Source: an optimization exercise on an open RTL-to-GDS flow (aim: small area). Production flows keep margins and buffers that such runs may drop. Function was checked by simulation only, so behaviour that the tests miss may differ from the original. The clock port is modelled as an ideal driver; clocking choices that lean on that would not hold on a real chip.

==> flow/design.v (excerpt) <==
module IDCT_all(seq_in, mode, clk, reset, seq_out_4, seq_out_8);
For scale: ~0.076 mm² of cells after synthesis.
Settings: LEC_CHECK=0, CAP_MARGIN=20, CORE_MARGIN=2, CORE_UTILIZATION=60, SLEW_MARGIN=20; clock period 10.0 ns.
standard.sh (not shown) runs the stock make flow with config.mk's settings and CLKGATE_MAP_FILE= SYNTH_SCRIPT=/design/flow/synth_recipe.tcl, a recipe that flattens the netlist after the stock synthesis.
==> flow/flow/run.sh <==
#!/bin/bash
# Layout flow: the standard flow (standard.sh) with these changes.
#
#  1. Synthesis runs with SYNTH_OPERATIONS_ARGS=-noabc: Yosys's generic
#     "abc -fast" pass is skipped before full-adder extraction, so the
#     ripple-carry adders of the RTL map straight onto full-adder cells
#     instead of full adders wrapped in inverters.
#  2. The combinational logic of that netlist (all but registers, full/half
#     adders and tie cells) is mapped again by ABC with a shorter script
#     (flow/reopt.ys, flow/reopt.abc: an area-oriented amap), and checked equivalent to it
#     (flow/equiv.ys).
#     After each of steps 1 and 2 the registers are compared with the
#     standard synthesis (same instance names and cell types); if a step
#     fails or changes them, the flow goes back to the previous netlist.
#  3. Clock tree synthesis without dummy loads and with larger sink clusters
#     driven by clkbuf_8 leaf buffers (CTS_ARGS).
#  4. Every input and output port still gets its own buffer, but a buf_1
#     instead of the default clkdlybuf4s50_1 (BUFFER_PORTS_ARGS).
#
# Everything else (floorplan, power grid, placement, routing, finishing) is
# standard.sh unchanged. Each step's output goes to its own log file here.
set -uo pipefail

RES=orfs/results/${FLOW_PLATFORM}/IDCT_all/base
LOGS=orfs/logs/${FLOW_PLATFORM}/IDCT_all/base
YOSYS=$(command -v yosys || echo "$FLOW_HOME/../tools/install/yosys/bin/yosys")

flops() {
    grep -oE 'sky130_fd_sc_hd__[a-z0-9_]+ +[^ (]+ *\(' "$1" \
        | grep -E 'sky130_fd_sc_hd__(s?e?df|dl)' | sed 's/ *($//' | sort
}

same_flops() {   # $1: netlist; compared with the standard synthesis
    flops "$1" > flops_check.txt && [[ -s flops_standard.txt ]] \
        && cmp -s flops_standard.txt flops_check.txt
}

use_netlist() {  # $1: netlist to lay out; rebuilds 1_synth.odb from it
    rm -f "$RES/1_2_yosys.v" "$RES/1_synth.odb" "$RES/1_synth.sdc"
    cp "$1" "$RES/1_2_yosys.v"
    [[ -f "$RES/1_2_yosys.sdc" ]] || cp "$FLOW_SDC" "$RES/1_2_yosys.sdc"
    bash standard.sh synth > "synth_odb_$(basename "$1" .v).log" 2>&1
}

# 1. reference: the standard synthesis
bash standard.sh synth > synth_standard.log 2>&1 || exit 1
cp "$RES/1_2_yosys.v" synth_standard.v
cp "$LOGS/1_2_yosys.log" synth_standard_yosys.log 2>/dev/null
flops synth_standard.v > flops_standard.txt
chosen=synth_standard.v

# 1'. synthesis without the generic abc pass
rm -f "$RES/1_2_yosys.v" "$RES/1_2_yosys.sdc" "$RES/1_synth.odb" "$RES/1_synth.sdc"
if SYNTH_OPERATIONS_ARGS=-noabc bash standard.sh synth > synth_noabc.log 2>&1 \
    && [[ -s "$RES/1_2_yosys.v" ]] && same_flops "$RES/1_2_yosys.v"; then
    cp "$RES/1_2_yosys.v" synth_noabc.v
    chosen=synth_noabc.v
    echo "noabc synthesis: used" > synth_choice.txt
else
    echo "noabc synthesis: failed or registers differ, not used" > synth_choice.txt
fi

# 2. re-map the combinational logic
LIB=$(make -s -C "$FLOW_HOME" DESIGN_CONFIG="$PWD/config.mk" WORK_HOME="$PWD/orfs" print-LIB_FILES 2>/dev/null | sed 's/^LIB_FILES: *//' | awk '{print $1}')
DONTUSE=$(make -s -C "$FLOW_HOME" DESIGN_CONFIG="$PWD/config.mk" WORK_HOME="$PWD/orfs" print-DONT_USE_CELLS 2>/dev/null | sed 's/^DONT_USE_CELLS: *//' | awk '{for (i = 1; i <= NF; i++) printf "-dont_use %s ", $i}')
PERIOD_PS=$(awk -v p="$FLOW_PERIOD_NS" 'BEGIN {printf "%d", p * 1000}')
printf 'set_driving_cell sky130_fd_sc_hd__buf_1\nset_load 5\n' > reopt.constr
sed -e "s#@LIB@#$LIB#g" -e "s#@IN@#$chosen#" -e "s#@OUT@#reopt.v#" -e "s#@TOP@#$FLOW_TOP#" \
    -e "s#@DONTUSE@#$DONTUSE#" -e "s#@CONSTR@#-constr reopt.constr#" -e "s#@PERIOD_PS@#$PERIOD_PS#" \
    -e "s#@ABC@#flow/reopt.abc#" flow/reopt.ys > reopt.ys
sed -e "s#@LIB@#$LIB#g" -e "s#@GOLD@#$chosen#" -e "s#@GATE@#reopt.v#" -e "s#@TOP@#$FLOW_TOP#g" \
    flow/equiv.ys > equiv.ys
if [[ -n "$LIB" ]] && timeout 1800 "$YOSYS" -s reopt.ys > reopt_yosys.log 2>&1 \
    && [[ -s reopt.v ]] && same_flops reopt.v \
    && timeout 1800 "$YOSYS" -s equiv.ys > reopt_equiv.log 2>&1; then
    chosen=reopt.v
    echo "re-mapped netlist: used" >> synth_choice.txt
else
    echo "re-mapped netlist: failed, not equivalent or registers differ, not used" >> synth_choice.txt
fi
use_netlist "$chosen" || { use_netlist synth_standard.v || exit 1; }

# 3. the rest of the standard flow, with the clock tree and port buffer settings
PRE_GLOBAL_PLACE_TCL="$PWD/flow/small_buffers.tcl" PRE_RESIZE_TCL="$PWD/flow/small_buffers.tcl" PRE_CTS_TCL="$PWD/flow/small_buffers.tcl" PRE_GLOBAL_ROUTE_TCL="$PWD/flow/small_buffers.tcl" BUFFER_PORTS_ARGS="-buffer_cell sky130_fd_sc_hd__buf_1" \
CTS_ARGS="-sink_clustering_enable -repair_clock_nets -dont_use_dummy_load -sink_clustering_size 18 -sink_clustering_max_diameter 60 -buf_list sky130_fd_sc_hd__clkbuf_8" \
    bash standard.sh finish > finish.log 2>&1 || exit 1

[[ -s out/final.def ]]
==> flow/flow/reopt.abc <==
strash
dch
amap -F 3 -A 8
strash
dch
amap -F 3 -A 8
strash
dch
amap -F 3 -A 8
strash
dch
amap -F 3 -A 8
strash
dch
amap -F 3 -A 8
topo
stime -c
buffer -c
dnsize -c
==> flow/flow/small_buffers.tcl <==
# Repair buffering with buf_1/buf_2/buf_8 and up: buf_4 and buf_6 are not used.
set_dont_use [get_lib_cells {sky130_fd_sc_hd__buf_4 sky130_fd_sc_hd__buf_6}]
Other scripts of this flow, unchanged in this note and not shown: flow/flow/equiv.ys, flow/flow/reopt.ys
The baseline went through all stages and came out clean.
Then changed:
--- a/flow/flow/run.sh
+++ b/flow/flow/run.sh
@@ -84 +84 @@
-PRE_GLOBAL_PLACE_TCL="$PWD/flow/small_buffers.tcl" PRE_RESIZE_TCL="$PWD/flow/small_buffers.tcl" PRE_CTS_TCL="$PWD/flow/small_buffers.tcl" PRE_GLOBAL_ROUTE_TCL="$PWD/flow/small_buffers.tcl" BUFFER_PORTS_ARGS="-buffer_cell sky130_fd_sc_hd__buf_1" \
+BUFFER_PORTS_ARGS="-buffer_cell sky130_fd_sc_hd__buf_1" \
--- a/flow/flow/reopt.abc
+++ b/flow/flow/reopt.abc
@@ -18,0 +19 @@
+upsize -c
removed: flow/flow/small_buffers.tcl
=> Final area grows slightly; worst hold slack gets better by 0.0039 ns; global-route usage grows by 0.19 points; utilization grows by 0.20 points; via count stays flat; worst setup slack gets worse by 0.084 ns; sequential share of layout area shrinks by 0.31 points; die area grows slightly; wire length grows slightly.

## what the ideal ports hide
The flow's constraints put no driver on any port. The routed layouts listed below were extracted and timed again, unchanged, in two steps. Step 1, drivers: a clkbuf_16 drives clk and a buf_2 each remaining input, both assumed. Step 2 times the ports against the registers' clock, not the clock port: input delays grow and output delays shrink by t, the midpoint of the rising clock arrivals with the driver on. a / b / c = ideal ports / drivers / drivers and shift; a / b = the first two.
| run | t, ns | setup slack, ns | worst data-port slew with drivers (ns) |
|---|---|---|---|
| the first run | 0.926 | 0.596 / 0.596 / 0.596 | 0.05 |
| the second run | 0.928 | 0.512 / 0.512 / 0.512 | 0.04 |
After both steps setup and hold are still met in every run listed.
